This design comes from an exercise in tuning for small area and a short achievable clock period on the open sky130 flow, not from production work.
Only simulation tests tie the RTL to the original design; equivalence was not proved.

==> build 41 <==
==> flow/design.v (excerpt) <==
module fir_bandstop ( clk, in, out );
input  wire clk;
input  wire [15:0]in;
output wire [57:0]out;
wire [33:0] y;
wire ys;
wire [23:0] sg;
fir fir_bs_inst(
	.clk(clk),
	.in(in),
	.y(y),
	.ys(ys)
	);
genvar i;
generate
	for (i=0; i<24; i=i+1) begin: sign
		fir_sreg r ( .clk(clk), .d(ys), .q(sg[i]) );
	end
endgenerate
assign out = {sg, y};
endmodule
Settings: LEC_CHECK=0, CAP_MARGIN=20, CORE_MARGIN=2, CORE_UTILIZATION=60, CTS_CLUSTER_DIAMETER=60, CTS_CLUSTER_SIZE=30, SLEW_MARGIN=20, SYNTH_HIERARCHICAL=1, SYNTH_MINIMUM_KEEP_SIZE=0; clock period 12.0 ns.
standard.sh (not shown) runs the stock make flow with config.mk's settings and CLKGATE_MAP_FILE= SYNTH_SCRIPT=/design/flow/synth_recipe.tcl, a recipe that flattens the netlist after the stock synthesis.
==> flow/flow/run.sh <==
#!/bin/bash
set -euo pipefail
export BUFFER_PORTS_ARGS="-buffer_cell sky130_fd_sc_hd__buf_2"
export SETUP_SLACK_MARGIN=8.7
bash standard.sh > standard.log 2>&1
==> trial 69 (differences from build 41) <==
==> flow/flow/run.sh (replaced) <==
#!/bin/bash
set -euo pipefail
export BUFFER_PORTS_ARGS="-buffer_cell sky130_fd_sc_hd__buf_2"
export SETUP_SLACK_MARGIN=8.6
export CTS_ARGS="-sink_clustering_enable -repair_clock_nets -sink_clustering_size 20 -sink_clustering_max_diameter 50 -root_buf sky130_fd_sc_hd__clkbuf_16 -sink_clustering_buffer sky130_fd_sc_hd__clkbuf_8 -dont_use_dummy_load"
bash standard.sh > standard.log 2>&1   # ORFS's own logs stay under orfs/logs/
CORE_UTILIZATION = 50   (was 60)
==> trial 12 (differences from build 41) <==
==> flow/run.sh (new file) <==
#!/bin/bash
# synth_recipe.tcl (not shown) runs the flow's synth.tcl, then flattens the netlist and writes it again
# the make line also repeats each setting of config.mk as NAME=value (left out here)
make -C /OpenROAD-flow-scripts/flow DESIGN_CONFIG=/design/flow/config.mk WORK_HOME=/design/flow/orfs CLKGATE_MAP_FILE= SYNTH_SCRIPT=/design/flow/synth_recipe.tcl finish
CORE_UTILIZATION = 50   (was 60)
removed: flow/flow/run.sh
removed: flow/standard.sh
==> trial 5 (differences from build 41) <==
==> flow/flow/run.sh (replaced) <==
#!/bin/bash
set -euo pipefail
export BUFFER_PORTS_ARGS="-buffer_cell sky130_fd_sc_hd__buf_2"
export SETUP_SLACK_MARGIN=8.45
bash standard.sh > standard.log 2>&1
CORE_UTILIZATION = 50   (was 60)
==> notes <==
Fmax: build 41 is smaller than trial 69 (2.3%). Synthesized cell count is the same in trial 69 and trial 5. Cell area, lowest first: trial 69, trial 12, trial 5, build 41. Against build 41, the wire length of trial 12 is lower by about 10%. Die area is the same in trial 69 and trial 5. Hold slack, highest first: trial 12, build 41, trial 5, trial 69. In sequential cell count, trial 69 and trial 5 do not differ.
==> figures <==
| metric | trial 12 | trial 69 | build 41 | trial 5 |
|---|---|---|---|---|
| Global-route wire length before repair | 260 mm | 263 mm | 283 mm | 260 mm |
| Result of the run | timing/DRC/antenna clean | timing/DRC/antenna clean | timing/DRC/antenna clean | timing/DRC/antenna clean |
| Total die area | 115000 um2 | 115000 um2 | 95900 um2 | 115000 um2 |
| Endpoint of the most critical setup path | out[30] | out[50] | out[17] | out[56] |
| Multi-input gates | 2448 | 2448 | 2449 | 2448 |
| Sequential share of cell area | 0.300 | 0.313 | 0.306 | 0.303 |
| Iteration-0 DRC Markers | 2702 | 2560 | 3590 | 2694 |
| Area added between synthesis and finish | 10.9% | 9.36% | 13.2% | 11.2% |
| Hpwl dp | 155 mm | 156 mm | 160 mm | 155 mm |
| Hold slack final | 0.328 ns | 0.291 ns | 0.324 ns | 0.315 ns |
| Width of the die | 339 um | 339 um | 310 um | 339 um |
| Clock Buffer Count | 94 | 103 | 79 | 87 |
| Worst reg2reg startpoint | fir_bs_inst.r7[4] | fir_bs_inst.ur1[5] | fir_bs_inst.q2_1776 | fir_bs_inst.ur7[9] |
| Number of ordinary and repair buffers in the finished layout | 111 | 144 | 169 | 117 |
| Endpoint, Worst Hold | fir_bs_inst.r6[3] | fir_bs_inst.r16[4] | fir_bs_inst.r16[3] | fir_bs_inst.r22[4] |
| Clock network latency to the later pin of the worst-skew pair | 0.71 ns | 0.68 ns | 0.72 ns | 0.70 ns |

==> what the ideal ports hide <==
How much do the figures lean on ideal ports? The routed layouts below were timed once more, with nothing changed but the port constraints.
Step 1 assumes that a clkbuf_16 drives the clock port and a buf_2 every other input.
Step 2 adds t to the input delays and takes it off the output delays; t is the mean of the earliest and latest rising clock arrival at the registers after step 1. Input paths then give back, and output paths get back, about the clock's delay inside the block.
Three values: ideal ports, drivers, drivers and shift; two values: the first two.
| run | t, ns | slack for setup (ns) | worst hold slack (ns) | worst setup path at the end | worst register clock-pin slew, ns |
|---|---|---|---|---|---|
| build 41 | 0.768 | 8.394 / 8.320 / 8.587 | 0.324 / 0.324 / 0.324 | register to register | 0.11 / 0.11 |
| trial 69 | 0.722 | 8.478 / 8.396 / 8.599 | 0.291 / 0.291 / 0.291 | register to register | 0.11 / 0.11 |
| trial 12 | 0.772 | 8.007 / 7.928 / 8.102 | 0.328 / 0.328 / 0.328 | register to register | 0.09 / 0.09 |
| trial 5 | 0.764 | 8.459 / 8.381 / 8.465 | 0.315 / 0.315 / 0.315 | register to register | 0.09 / 0.09 |
After both steps setup and hold are still met in every run listed.
